From an optimization exercise on the open Yosys and OpenROAD flow, aimed at small area; shortcuts taken in it are not production practice.
Function was checked by simulation only, so behaviour that the tests miss may differ from the original.
Power and IR drop assume default switching activity. The flow treats the clock pin as an ideal source, which a real chip does not have.

Design ospi_flash, start of the top module:
module ospi_flash(
    input wire clk,
    output wire [7:0] OSPI_IO_out,
    output wire OSPI_IO_oe,
    input wire OSPI_CS,
    input wire reset_n,
    input wire write_enable,
    input wire read_enable,
    input wire erase_enable,
    input wire [7:0] data_in,
    input wire [23:0] address,
    output reg [7:0] data_out,
    input wire HOLD_N,
    input wire [1:0] mode
);
Size in the first run: roughly 6200 cells after synthesis, roughly 2100 flip-flops, about 58 I/O pins, about 0.066 mm² of cells after synthesis.
clock: 14.0 ns
lec_check: 0
cap_margin: 40
core_margin: 2
core_utilization: 75
cts_buf_list: sky130_fd_sc_hd__clkbuf_16
cts_cluster_diameter: 80
cts_cluster_size: 30
place_density: 0.85
slew_margin: 40
synth_hierarchical: 1
synth_minimum_keep_size: 0
standard.sh (not shown) runs the stock make flow with config.mk's settings and CLKGATE_MAP_FILE= SYNTH_SCRIPT=/design/flow/synth_recipe.tcl, a recipe that flattens the netlist after the stock synthesis.
==> flow/flow/run.sh <==
#!/bin/bash
# The standard layout, with two changes: port buffers use the smallest
# buffer cell, and clock tree synthesis inserts no dummy loads.
set -euo pipefail
export BUFFER_PORTS_ARGS="-buffer_cell sky130_fd_sc_hd__buf_1"
export CTS_ARGS="-sink_clustering_enable -repair_clock_nets -dont_use_dummy_load -buf_list sky130_fd_sc_hd__clkbuf_16 -sink_clustering_size 30 -sink_clustering_max_diameter 60"
bash standard.sh > standard.log 2>&1
The first run finished clean.
Rerun with:
--- a/flow/flow/run.sh
+++ b/flow/flow/run.sh
@@ -6 +6 @@
-export CTS_ARGS="-sink_clustering_enable -repair_clock_nets -dont_use_dummy_load -buf_list sky130_fd_sc_hd__clkbuf_16 -sink_clustering_size 30 -sink_clustering_max_diameter 60"
+export CTS_ARGS="-sink_clustering_enable -repair_clock_nets -dont_use_dummy_load -buf_list sky130_fd_sc_hd__clkbuf_16 -sink_clustering_size 30 -sink_clustering_max_diameter 80"
- CAP_MARGIN: 40 -> 25
- GPL_ROUTABILITY_DRIVEN: unset -> 0
- SLEW_MARGIN: 40 -> 25
After rerunning:
- The changed run ran to the end with no violations
- routed wire length barely changes
- setup slack loses 0.62 ns
- sequential cell count is unchanged
- total power drops by 4.8%
- utilization drops by 1.0 points
- synthesized cell count is unchanged
- global-route usage hardly moves
- sequential power stays flat
- critical path depth is unchanged
Rerun with:
--- a/flow/flow/run.sh
+++ b/flow/flow/run.sh
@@ -2,2 +2,3 @@
-# The standard layout, with two changes: port buffers use the smallest
-# buffer cell, and clock tree synthesis inserts no dummy loads.
+# The standard layout, with three changes: port buffers use the smallest
+# buffer cell, clock tree synthesis inserts no dummy loads, and power
+# recovery downsizes gates that have timing slack to spare.
@@ -6,0 +8 @@
+export RECOVER_POWER=100
- GPL_ROUTABILITY_DRIVEN: 0 -> unset
After rerunning:
- Now the flow produced a layout that fails on capacitance limit, slew limit
- wire length went down by 0.47%
- sequential power barely changes
- via count shrinks by 0.38%
- design area went down by 0.59%
- total power barely changes
- setup slack loses 0.91 ns
- sequential share of layout area climbs by 0.35 points
- clock-buffer cell count does not change
- register-to-register slack is worse by 6.9 ns
- worst hold slack gets worse by 0.0038 ns
Rerun with:
==> flow/run.sh (new file) <==
#!/bin/bash
# synth_recipe.tcl (not shown) runs the flow's synth.tcl, then flattens the netlist and writes it again
# the make line also repeats each setting of config.mk as NAME=value (left out here)
make -C /OpenROAD-flow-scripts/flow DESIGN_CONFIG=/design/flow/config.mk WORK_HOME=/design/flow/orfs CLKGATE_MAP_FILE= SYNTH_SCRIPT=/design/flow/synth_recipe.tcl finish
- CAP_MARGIN: 25 -> 40
- CTS_BUF_LIST: sky130_fd_sc_hd__clkbuf_16 -> unset
- CTS_CLUSTER_DIAMETER: 80 -> unset
- CTS_CLUSTER_SIZE: 30 -> unset
- SLEW_MARGIN: 25 -> 40
removed: flow/flow/run.sh
removed: flow/standard.sh
Now the flow finished clean. Maximum frequency rises by about 4%. Total power climbs by 28%. Count of clock-buffer cells in the layout is higher by 212. Core utilization came out higher by 5.9 points. Hold slack hardly moves. Routed wire length is higher by 5.6%. Cell area increases by 7.3%. Setup slack improved by 0.49 ns. Final cell count came out higher by 3.6%.

========
ospi_flash again, from the RTL that the note above started with.
Settings: LEC_CHECK=0, CAP_MARGIN=40, CORE_MARGIN=2, CORE_UTILIZATION=75, CTS_BUF_LIST=sky130_fd_sc_hd__clkbuf_4 sky130_fd_sc_hd__clkbuf_8, PLACE_DENSITY=0.85, SLEW_MARGIN=40, SYNTH_HIERARCHICAL=1, SYNTH_MINIMUM_KEEP_SIZE=0; clock period 14.0 ns.
run.sh (not shown) runs the stock make flow with config.mk's settings and CLKGATE_MAP_FILE= SYNTH_SCRIPT=/design/flow/synth_recipe.tcl, a recipe that flattens the netlist after the stock synthesis.
Stock flow here: none of the scripts above is used.
The starting point produced a clean layout.
Change:
Settings changed: CORE_UTILIZATION 75 to 60, CTS_BUF_LIST sky130_fd_sc_hd__clkbuf_4 sky130_fd_sc_hd__clkbuf_8 to default, PLACE_DENSITY 0.85 to default.
After rerunning:
- first-iteration DRC count fell by 19%
- critical path depth goes up by 1
- global-route usage goes down by 8.9 points
- design area increases by 1.1%
- routed wire length goes up by 0.98%

========
Setup of run A:
The RTL this note starts from:
==> flow/design.v <==
module ospi_flash(
    input wire clk,
    output wire [7:0] OSPI_IO_out,
    output wire OSPI_IO_oe,
    input wire OSPI_CS,
    input wire reset_n,
    input wire write_enable,
    input wire read_enable,
    input wire erase_enable,
    input wire [7:0] data_in,
    input wire [23:0] address,
    output reg [7:0] data_out,
    input wire HOLD_N,
    input wire [1:0] mode
);
    reg hold_active;
    reg ph;                        
    reg [7:0] st [0:255];          
    wire [7:0] a = address[7:0];
    wire act = !hold_active && !OSPI_CS;
    wire we  = reset_n && act && (write_enable || erase_enable);
    wire [7:0] wd = we ? ((erase_enable ? 8'hFF : data_in) ^ {8{ph}}) : 8'hFF;
    wire [15:0] pa, pb, pan, pbwn;
    genvar i, j, b;
    generate
        for (i = 0; i < 16; i = i + 1) begin : g_pre
            assign pa[i]   = (a[3:0] == i);
            assign pb[i]   = (a[7:4] == i);
            assign pan[i]  = ~pa[i];
            assign pbwn[i] = ~(we & pb[i]);
        end
    endgenerate
    wire [255:0] sn, w;
    wire [7:0] nx [0:255];
    wire [7:0] hit [0:127];
    generate
        for (j = 0; j < 16; j = j + 1) begin : g_hi
            for (i = 0; i < 16; i = i + 1) begin : g_lo
                localparam integer R = 16 * j + i;
                ospi_nand2 u_sn (.a(pa[i]), .b(pb[j]), .y(sn[R]));
                ospi_nor2  u_w  (.a(pan[i]), .b(pbwn[j]), .y(w[R]));
                for (b = 0; b < 8; b = b + 1) begin : g_bit
                    ospi_oai22 u_nx (.a1(st[R][b]), .a2(w[R]), .b1(wd[b]), .b2(sn[R]), .y(nx[R][b]));
                end
                always @(posedge clk)
                    st[R] <= nx[R];
            end
        end
        for (i = 0; i < 128; i = i + 1) begin : g_pair
            for (b = 0; b < 8; b = b + 1) begin : g_bit
                ospi_oai22 u_hit (.a1(st[2*i][b]), .a2(sn[2*i]), .b1(st[2*i+1][b]), .b2(sn[2*i+1]), .y(hit[i][b]));
            end
        end
    endgenerate
    wire [7:0] l2 [0:7];
    wire [7:0] sel;
    generate
        for (b = 0; b < 8; b = b + 1) begin : g_or
            for (i = 0; i < 8; i = i + 1) begin : g_l2
                ospi_or16 u (.x({hit[16*i+15][b], hit[16*i+14][b], hit[16*i+13][b], hit[16*i+12][b],
                                 hit[16*i+11][b], hit[16*i+10][b], hit[16*i+9][b],  hit[16*i+8][b],
                                 hit[16*i+7][b],  hit[16*i+6][b],  hit[16*i+5][b],  hit[16*i+4][b],
                                 hit[16*i+3][b],  hit[16*i+2][b],  hit[16*i+1][b],  hit[16*i][b]}),
                             .y(l2[i][b]));
            end
            ospi_or8 u_l3 (.x({l2[7][b], l2[6][b], l2[5][b], l2[4][b], l2[3][b], l2[2][b], l2[1][b], l2[0][b]}),
                           .y(sel[b]));
        end
    endgenerate
    wire [7:0] d = sel ^ {8{~ph}};
    always @(posedge clk)
        ph <= ~ph;
    always @(posedge clk or negedge reset_n) begin
        if (!reset_n) begin
            data_out <= 8'hFF;
            hold_active <= 1'b0;
        end else begin
            hold_active <= !HOLD_N;
            if (act && read_enable)
                data_out <= d;
        end
    end
    assign OSPI_IO_oe = act && read_enable;
    reg [7:0] perm;
    always @(*) begin
        case (mode)
            2'b00: perm = d;
            2'b01: perm = {d[3:0], d[7:4]};
            2'b10: perm = {d[1:0], d[3:2], d[5:4], d[7:6]};
            default: perm = {d[0], d[1], d[2], d[3], d[4], d[5], d[6], d[7]};
        endcase
    end
    assign OSPI_IO_out = OSPI_IO_oe ? perm : 8'h00;
endmodule
module ospi_oai22(input wire a1, input wire a2, input wire b1, input wire b2, output wire y);
    assign y = ~((a1 | a2) & (b1 | b2));
endmodule
module ospi_nand2(input wire a, input wire b, output wire y);
    assign y = ~(a & b);
endmodule
module ospi_nor2(input wire a, input wire b, output wire y);
    assign y = ~(a | b);
endmodule
module ospi_or16(input wire [15:0] x, output wire y);
    assign y = |x;
endmodule
module ospi_or8(input wire [7:0] x, output wire y);
    assign y = |x;
endmodule
export LEC_CHECK = 0
export CAP_MARGIN = 25
export CORE_MARGIN = 2
export CORE_UTILIZATION = 80
export CTS_BUF_LIST = sky130_fd_sc_hd__clkbuf_16
export CTS_CLUSTER_DIAMETER = 80
export CTS_CLUSTER_SIZE = 30
export PLACE_DENSITY = 0.9
export SLEW_MARGIN = 25
export SYNTH_HIERARCHICAL = 1
export SYNTH_MINIMUM_KEEP_SIZE = 0
create_clock -name core_clock -period 14.0 [get_ports {clk}]
standard.sh (not shown) runs the stock make flow with config.mk's settings and CLKGATE_MAP_FILE= SYNTH_SCRIPT=/design/flow/synth_recipe.tcl, a recipe that flattens the netlist after the stock synthesis.
==> flow/flow/run.sh <==
#!/bin/bash
# The standard layout, with two changes: port buffers use the smallest
# buffer cell, and clock tree synthesis inserts no dummy loads.
set -euo pipefail
export BUFFER_PORTS_ARGS="-buffer_cell sky130_fd_sc_hd__buf_1"
export CTS_ARGS="-sink_clustering_enable -repair_clock_nets -dont_use_dummy_load -buf_list sky130_fd_sc_hd__clkbuf_16 -sink_clustering_size 30 -sink_clustering_max_diameter 80"
bash standard.sh > standard.log 2>&1
Modified inputs, run B compared to run A
Settings: changing PLACE_DENSITY from 0.9 to 0.85; changing CORE_UTILIZATION from 80 to 75.
==> flow/run.sh (new file) <==
#!/bin/bash
# synth_recipe.tcl (not shown) runs the flow's synth.tcl, then flattens the netlist and writes it again
# the make line also repeats each setting of config.mk as NAME=value (left out here)
make -C /OpenROAD-flow-scripts/flow DESIGN_CONFIG=/design/flow/config.mk WORK_HOME=/design/flow/orfs CLKGATE_MAP_FILE= SYNTH_SCRIPT=/design/flow/synth_recipe.tcl finish
removed: flow/flow/run.sh
removed: flow/standard.sh
--- outcome ---
- Compared to run A, run B has sequential share of power 0.6 points lower.
- Run B against run A: sequential share of layout area went down; count of inverters other than clock inverters in the layout comparable.
> inputs changed (run B -> run C)
Settings: SLEW_MARGIN now 18, was 25; CAP_MARGIN now 18, was 25.
==> flow/flow/run.sh (new file) <==
#!/bin/bash
# The standard layout, with two changes: port buffers use the smallest
# buffer cell, and clock tree synthesis inserts no dummy loads.
set -euo pipefail
export BUFFER_PORTS_ARGS="-buffer_cell sky130_fd_sc_hd__buf_1"
export CTS_ARGS="-sink_clustering_enable -repair_clock_nets -dont_use_dummy_load -buf_list sky130_fd_sc_hd__clkbuf_16 -sink_clustering_size 30 -sink_clustering_max_diameter 80"
bash standard.sh > standard.log 2>&1
==> flow/standard.sh (new file) <==
#!/bin/bash
# synth_recipe.tcl (not shown) runs the flow's synth.tcl, then flattens the netlist and writes it again
# the make line also repeats each setting of config.mk as NAME=value (left out here)
make -C /OpenROAD-flow-scripts/flow DESIGN_CONFIG=/design/flow/config.mk WORK_HOME=/design/flow/orfs CLKGATE_MAP_FILE= SYNTH_SCRIPT=/design/flow/synth_recipe.tcl "${@:-finish}"
removed: flow/run.sh
==> run summary <==
In the tables for run C and run B, pin count of the biggest net entering global routing reads higher with run B.
Routed wire length across run C and run B: no real change.
Per the comparison of run C with run B, number of filler instances in the final layout rose 141; share of final-layout standard cells stronger than drive strength 1 went down 0.38 points; time the final worst path needs with I/O delays and setup fell 0.056 ns; peak clock frequency supported by timing +0.48%; clock slew seen by the registers of the worst setup and hold paths lower.
Run C against run B; combinational logic power is down by a few percent.
> inputs changed (run C -> run D)
Settings: SLEW_MARGIN: 18 -> 25; CAP_MARGIN: 18 -> 25.
## What came out
- Summary: maximum achievable frequency, run D better than run C
- Changes observed in run D relative to run C: final worst-path cycle share shrank by 2.6 points; power density relative to cell area roughly the same.
- On first-pass GRT wire length, run D tracks run C almost exactly.
- Lower area share of buffers outside the clock network goes to run C over run D.
- As far as synthesized area divided by synthesized cell count goes, run D and run C are indistinguishable; the numbers are identical.
Edits applied to the flow inputs when going from run D to run E:
Settings: a change of CTS_CLUSTER_SIZE from 30 to 40; a change of CTS_CLUSTER_DIAMETER from 80 to 60; a change of SLEW_MARGIN from 25 to 40; a change of CAP_MARGIN from 25 to 40.
==> flow/run.sh (new file) <==
#!/bin/bash
# synth_recipe.tcl (not shown) runs the flow's synth.tcl, then flattens the netlist and writes it again
# the make line also repeats each setting of config.mk as NAME=value (left out here)
make -C /OpenROAD-flow-scripts/flow DESIGN_CONFIG=/design/flow/config.mk WORK_HOME=/design/flow/orfs CLKGATE_MAP_FILE= SYNTH_SCRIPT=/design/flow/synth_recipe.tcl finish
removed: flow/flow/run.sh
removed: flow/standard.sh
## What came out
- From run D to run E the numbers moved as follows: leakage power of the design up 5.4%, total of fill cells in the finished design saw a decrease.
- Run E vs run D — total length of routed wires climbed by a few percent
- The run showing the smaller design area is run D.
- Run D vs run E, origin of the worst setup path: address[2] vs address[3]
- Cmp run E vs run D: number of non-filler instances in the completed layout higher in run E

-- what the ideal ports hide --
The results above use ideal ports. As a check the final layouts listed here were re-extracted and re-timed, cells and wires unchanged. Step 1: set_driving_cell puts a clkbuf_16 on clk and a buf_2 on each other input, an assumption about the parent block. Step 2 times the ports against the registers' clock, not the clock port: input delays grow and output delays shrink by t, the midpoint of the rising clock arrivals with the driver on. a / b / c = ideal / step 1 / step 2; a / b = the first two.
run | t, ns | slack for setup (ns) | hold slack, ns | worst register clock-pin slew, ns | cell pins on the clock port's net
the first run of note 1 | 0.762 | 2.992 / 2.876 / 2.876 | 0.444 / 0.444 / 0.444 | 0.11 / 0.11 | 1
the second run of note 1 | 0.750 | 2.374 / 2.234 / 2.234 | 0.449 / 0.449 / 0.449 | 0.11 / 0.11 | 1
the third run of note 1 | 0.750 | 1.463 / 1.362 / 0.612 | 0.445 / 0.445 / 0.445 | 0.12 / 0.12 | 1
the fourth run of note 1 | 0.853 | 1.955 / 1.884 / 1.884 | 0.443 / 0.443 / 0.443 | 0.07 / 0.07 | 1
the first run of note 2 | 1.012 | 2.034 / 1.958 / 1.958 | 0.443 / 0.443 / 0.443 | 0.07 / 0.07 | 1
the second run of note 2 | 0.858 | 2.492 / 2.388 / 2.388 | 0.441 / 0.441 / 0.441 | 0.07 / 0.07 | 1
run A | 0.750 | 2.558 / 2.458 / 2.458 | 0.448 / 0.448 / 0.448 | 0.12 / 0.12 | 1
run B | 0.752 | 2.194 / 2.122 / 2.122 | 0.449 / 0.449 / 0.449 | 0.12 / 0.12 | 1
run C | 0.750 | 2.250 / 2.132 / 2.132 | 0.447 / 0.447 / 0.447 | 0.12 / 0.12 | 1
run D | 0.750 | 2.617 / 2.490 / 2.490 | 0.445 / 0.445 / 0.445 | 0.11 / 0.11 | 1
run E | 0.817 | 2.107 / 2.027 / 2.027 | 0.448 / 0.448 / 0.448 | 0.12 / 0.12 | 1
For the third run of note 1, which loses most, drivers alone change the setup slack by -0.101 ns; drivers and shift together by -0.851 ns.
